This design comes from an exercise in tuning for small area on the open sky130 flow, not from production work.
No run shown here included a check of the RTL's function; only the layout flow was run.

## flow/design.v (module list and top-level ports; edited modules follow where they fit)
// module fir_fa: 4 lines
// module fir_ha: 4 lines
// module FIR_pipeline: 5854 lines
module FIR_pipeline #(
   parameter N_taps = 33
)(
   input  clk,
   input  reset_n,
   input  [23:0] data_in,
   output [23:0] data_out
);
  // ...
==> flow/run.sh <==
#!/bin/bash
# synth_recipe.tcl (not shown) runs the flow's synth.tcl, then flattens the netlist and writes it again
# the make line also repeats each setting of config.mk as NAME=value (left out here)
make -C /OpenROAD-flow-scripts/flow DESIGN_CONFIG=/design/flow/config.mk WORK_HOME=/design/flow/orfs CLKGATE_MAP_FILE= SYNTH_SCRIPT=/design/flow/synth_recipe.tcl finish
==> flow/config.mk <==
export PLATFORM = sky130hd
export DESIGN_NAME = FIR_pipeline
export DESIGN_NICKNAME = FIR_pipeline
export VERILOG_FILES = /design/flow/design.v
export SDC_FILE = /design/flow/constraint.sdc
export NUM_CORES = 4
export LEC_CHECK = 0
export CAP_MARGIN = 20
export CORE_MARGIN = 2
export CORE_UTILIZATION = 50
export SLEW_MARGIN = 20
export SYNTH_HIERARCHICAL = 1
export SYNTH_MINIMUM_KEEP_SIZE = 0
==> flow/constraint.sdc <==
create_clock -name core_clock -period 13.0 [get_ports {clk}]
set_input_delay 2.6000 -clock core_clock [delete_from_list [all_inputs] [get_ports {clk}]]
set_output_delay 2.6000 -clock core_clock [all_outputs]
set_load 0.01 [all_outputs]
==> results.json, run 1 <==
{
  "critPathTopFamily": "adder cells",
  "synth_compound_area_frac": 0.00545,
  "outcome": "no timing/DRC/antenna violations",
  "worstHoldEndpoint": "h32[23]$_DFF_PN1_",
  "dieWidth_um": 400,
  "r2r_cells": 30,
  "grt_first_pass_wirelength_um": 450000,
  "ctsResizeCount": 0,
  "wl_met3_um": 30200,
  "multi_input_cells": 3043,
  "io_buffer_count": 49,
  "top_usage_layer": "met2",
  "hold_buffers": 0,
  "drv_slew": 0,
  "rr_endpoint": "out_r[18]$_DFF_PN0_",
  "dpl-instance-area_um2": 82900,
  "async_flop_share": 1.00,
  "clock_path_buffers": 3,
  "nFlopsAndLatches": 816,
  "netlist_instances": 3916,
  "regArea_um2": 20500,
  "core_um2": 156000,
  "nonClkBufAreaFrac": 0.0200,
  "synth_top_family_by_area": "adder cells",
  "final_nets": 7150,
  "clockBufferCount": 123,
  "clk_latency_ns": 0.77
}
==> run 2: changes to the inputs <==
--- a/flow/config.mk
+++ b/flow/config.mk
@@ -9,3 +9,5 @@
 export CORE_MARGIN = 2
-export CORE_UTILIZATION = 50
+export CORE_UTILIZATION = 60
+export CTS_BUF_LIST = sky130_fd_sc_hd__clkbuf_4 sky130_fd_sc_hd__clkbuf_8
+export GPL_TIMING_DRIVEN = 0
 export SLEW_MARGIN = 20
==> run 2 against run 1 <==
Compared with the run above:
- synthesized cell count stayed put
- global-route usage is 8.6 points higher
- critical endpoint is now out_r[14]$_DFF_PN0_
- still clean
- highest routed layer unchanged
- non-clock buffer count is 144 lower
==> results.json, run 2 <==
{
  "outcome": "no timing/DRC/antenna violations",
  "critPathSlowestCell": "fa_1",
  "io_pins": 50,
  "io_buffer_count": 49,
  "areaGrowthSynthToFinish_pct": 7.73,
  "wl_per_cell_um": 56.2,
  "maxCapViolations": 0,
  "post_cts_buffers": 0,
  "yosysSeqAreaShare": 0.261,
  "clockRootBuffer": "clkbuf_8",
  "dpl-instance-area_um2": 81500,
  "cts_buffers": 139,
  "postSynthAreaPerCell_um2": 20.1,
  "cpPeakStageDelay_ns": 1.18,
  "critPathCaptureType": "flop",
  "path_buf_inv": 1,
  "layout_common_cells": "2745 x fa_1, 782 x dfrtp_1, 159 x clkbuf_8",
  "vias_per_cell": 7.12,
  "h-tree-depth": 4,
  "required_ns": 13.83,
  "drv_slew": 0,
  "grt_max_degree": 115,
  "cp.arrival_ns": 13.71,
  "yosysMostFrequentCell": "fa_1",
  "final_common_cell": "fa_1",
  "skew_ns": 0.0638,
  "synth_top_flop_cell": "dfrtp_1",
  "period_share": 0.991,
  "synth_cell_types": 48,
  "synth_area_leaders": "fa_1 70%, dfrtp_1 25%, ha_1 2.0%",
  "cts.reportedPaths.clkPinSlew_ns": 0.07,
  "cts_tree": "built",
  "final_nets": 7051,
  "ys_ff_latch": 816,
  "start_util": 0.606,
  "track_usage": 0.535,
  "ys_top_cells_by_count": "2761 x fa_1, 783 x dfrtp_1, 126 x ha_1",
  "fmax_ghz": 0.0776,
  "multi_input_area_um2": 57900,
  "wl_um": 336000,
  "fp.dieH_um": 366,
  "vias": 42600,
  "synth_edf_count": 0,
  "syn-cell-area_um2": 78500,
  "num_rows": 132,
  "die_area_um2": 134000,
  "netlist_instances": 3916,
  "hold_class": "reg -> reg",
  "place_hpwl_um": 286000,
  "post-route-min-period_ns": 12.88,
  "critPathTopFamily": "adder cells",
  "async_flop_share": 1.00,
  "clock-sinks": 816,
  "nFillCells": 8317,
  "critical_path.max_fanout": 10,
  "hold_buffers": 0,
  "yosysTopAreaCell": "fa_1",
  "dieWidth_um": 366,
  "clk_latency_ns": 0.98,
  "drt.antenna.violating_nets": 0,
  "final.setup.tns_ns": 0,
  "fin_area_um2": 84600,
  "worstMarginPinSlew_ns": 1.27,
  "finalWeightedCongestion": 1.07,
  "maxSlewHeadroom": 0.150,
  "core_um2": 130000,
  "hold_viol": 0,
  "grt_setup_unrepaired": "false",
  "synth_top_area_share": 0.704,
  "drc_errors": 0,
  "ys_warn_count": 7,
  "setup_violations": 0,
  "grt_pass1_vias": 52300,
  "regArea_um2": 20500,
  "overflow": 0,
  "cpMostUsedCell": "fa_1",
  "timing_worst_setup_path_type": "reg -> reg",
  "drtIter0Drc": 5756,
  "firstDrtPassIters": 7,
  "layout-drive-gt1-share": 0.0723,
  "grt_first_pass_wirelength_um": 451000,
  "clock_path_buffers": 3,
  "antenna_found_initial": 13,
  "start_kind": "flop"
}
run 2: Yosys stat by module, one instance, submodules excluded:
module / copies in the design / flip-flops and latches / cells / cell area [um2]
FIR_pipeline: 1 / 816 / 1049 / 21900
fir_fa: 2761 / 0 / 1 / 20.0
fir_ha: 106 / 0 / 1 / 12.5
run 2: area by class of cell:
class / count / share of cell area
timing repair buffer: 58 / 0.00870
buffer: 4 / 0.000177
tap: 1742 / 0.0258
sequential: 816 / 0.242
antenna: 5 / 0.000148
clock inverter: 32 / 0.00593
clock buffer: 202 / 0.0297
multi-input combinational: 3043 / 0.684
inverter: 76 / 0.00337
run 2: per-layer routing:
layer,global-route usage,vias up,part of all wire
met4,0.522,14,0.13
met5,0.00712,-,0.00041
met1,0.602,23900,0.29
met3,0.220,1843,0.13
li1,-,12500,-
met2,0.766,4244,0.44
run 2: metrics by stage:
step	utilization	setup slack (ns)	std cells	hold WS (ns)
after floorplan	-	1.93	3939	0.357
after global placement	0.627	-24.04	5730	0.362
after detailed placement	0.629	0.0168	5739	0.364
after CTS	0.652	0.0349	5973	0.352
after global routing	0.652	0.0620	5974	0.371
final	0.652	0.119	5978	0.351
run 2: final timing paths:
kind	startpoint	end	slack [ns]	cells past startpoint
max	h17[16]$_DFF_PN0_	out_r[14]$_DFF_PN0_	0.12	25
min	h21[12]$_DFF_PN0_	h22[12]$_DFF_PN0_	0.35	0
max reg2reg	h17[16]$_DFF_PN0_	out_r[14]$_DFF_PN0_	0.12	25
min reg2reg	h21[12]$_DFF_PN0_	h22[12]$_DFF_PN0_	0.35	0
max in group asynchronous	reset_n	h9[17]$_DFF_PN0_	8.71	6
min in group asynchronous	reset_n	h20[7]$_DFF_PN0_	1.56	1
run 2: cell families after synthesis:
family / Yosys count / synth area share
adders and majority gates: 2887 / 0.724
DFF: 816 / 0.261
buffers and inverters: 80 / 0.00382
and+or+nand+nor: 58 / 0.00387
AOI/OAI and AO/OA: 54 / 0.00545
xor gates and xnor gates: 20 / 0.00223
other: 1 / 0.0000478
run 2: worst reg2reg max path, delay by kind of cell (launching register included):
family                     cells  cell delay, ns
AOI/OAI and AO/OA              4            1.54
xor gates and xnor gates       1            0.18
adders and majority gates     19           10.50
buffers and inverters          1            0.11
DFF                            1            0.43
run 2: what timing repair did:
action	4_1_cts	5_1_grt
endpoints found under the hold margin	0	0
resized for setup	1	6
endpoints found under the setup margin	1	14

[what the ideal ports hide]
No port has a modelled driver above. Below, the same layouts with a new extraction and two added sets of constraints.
Step 1, drivers: a clkbuf_16 drives clk and a buf_2 each remaining input, both assumed.
Step 2 moves the port delays by t, midway between the first and last clock arrival at a register: inputs arrive t later, outputs are due t later. That takes back most of the time a late clock gives input paths.
Three values: no drivers, after step 1, after step 2; two values: the first two.
run	shift t [ns]	setup WS [ns]	hold slack, ns
run 1	0.825	0.533 / 0.533 / 0.533	0.368 / 0.368 / 0.368
run 2	1.028	0.119 / 0.119 / 0.119	0.351 / 0.351 / 0.351
After both steps every run listed still meets setup and hold.
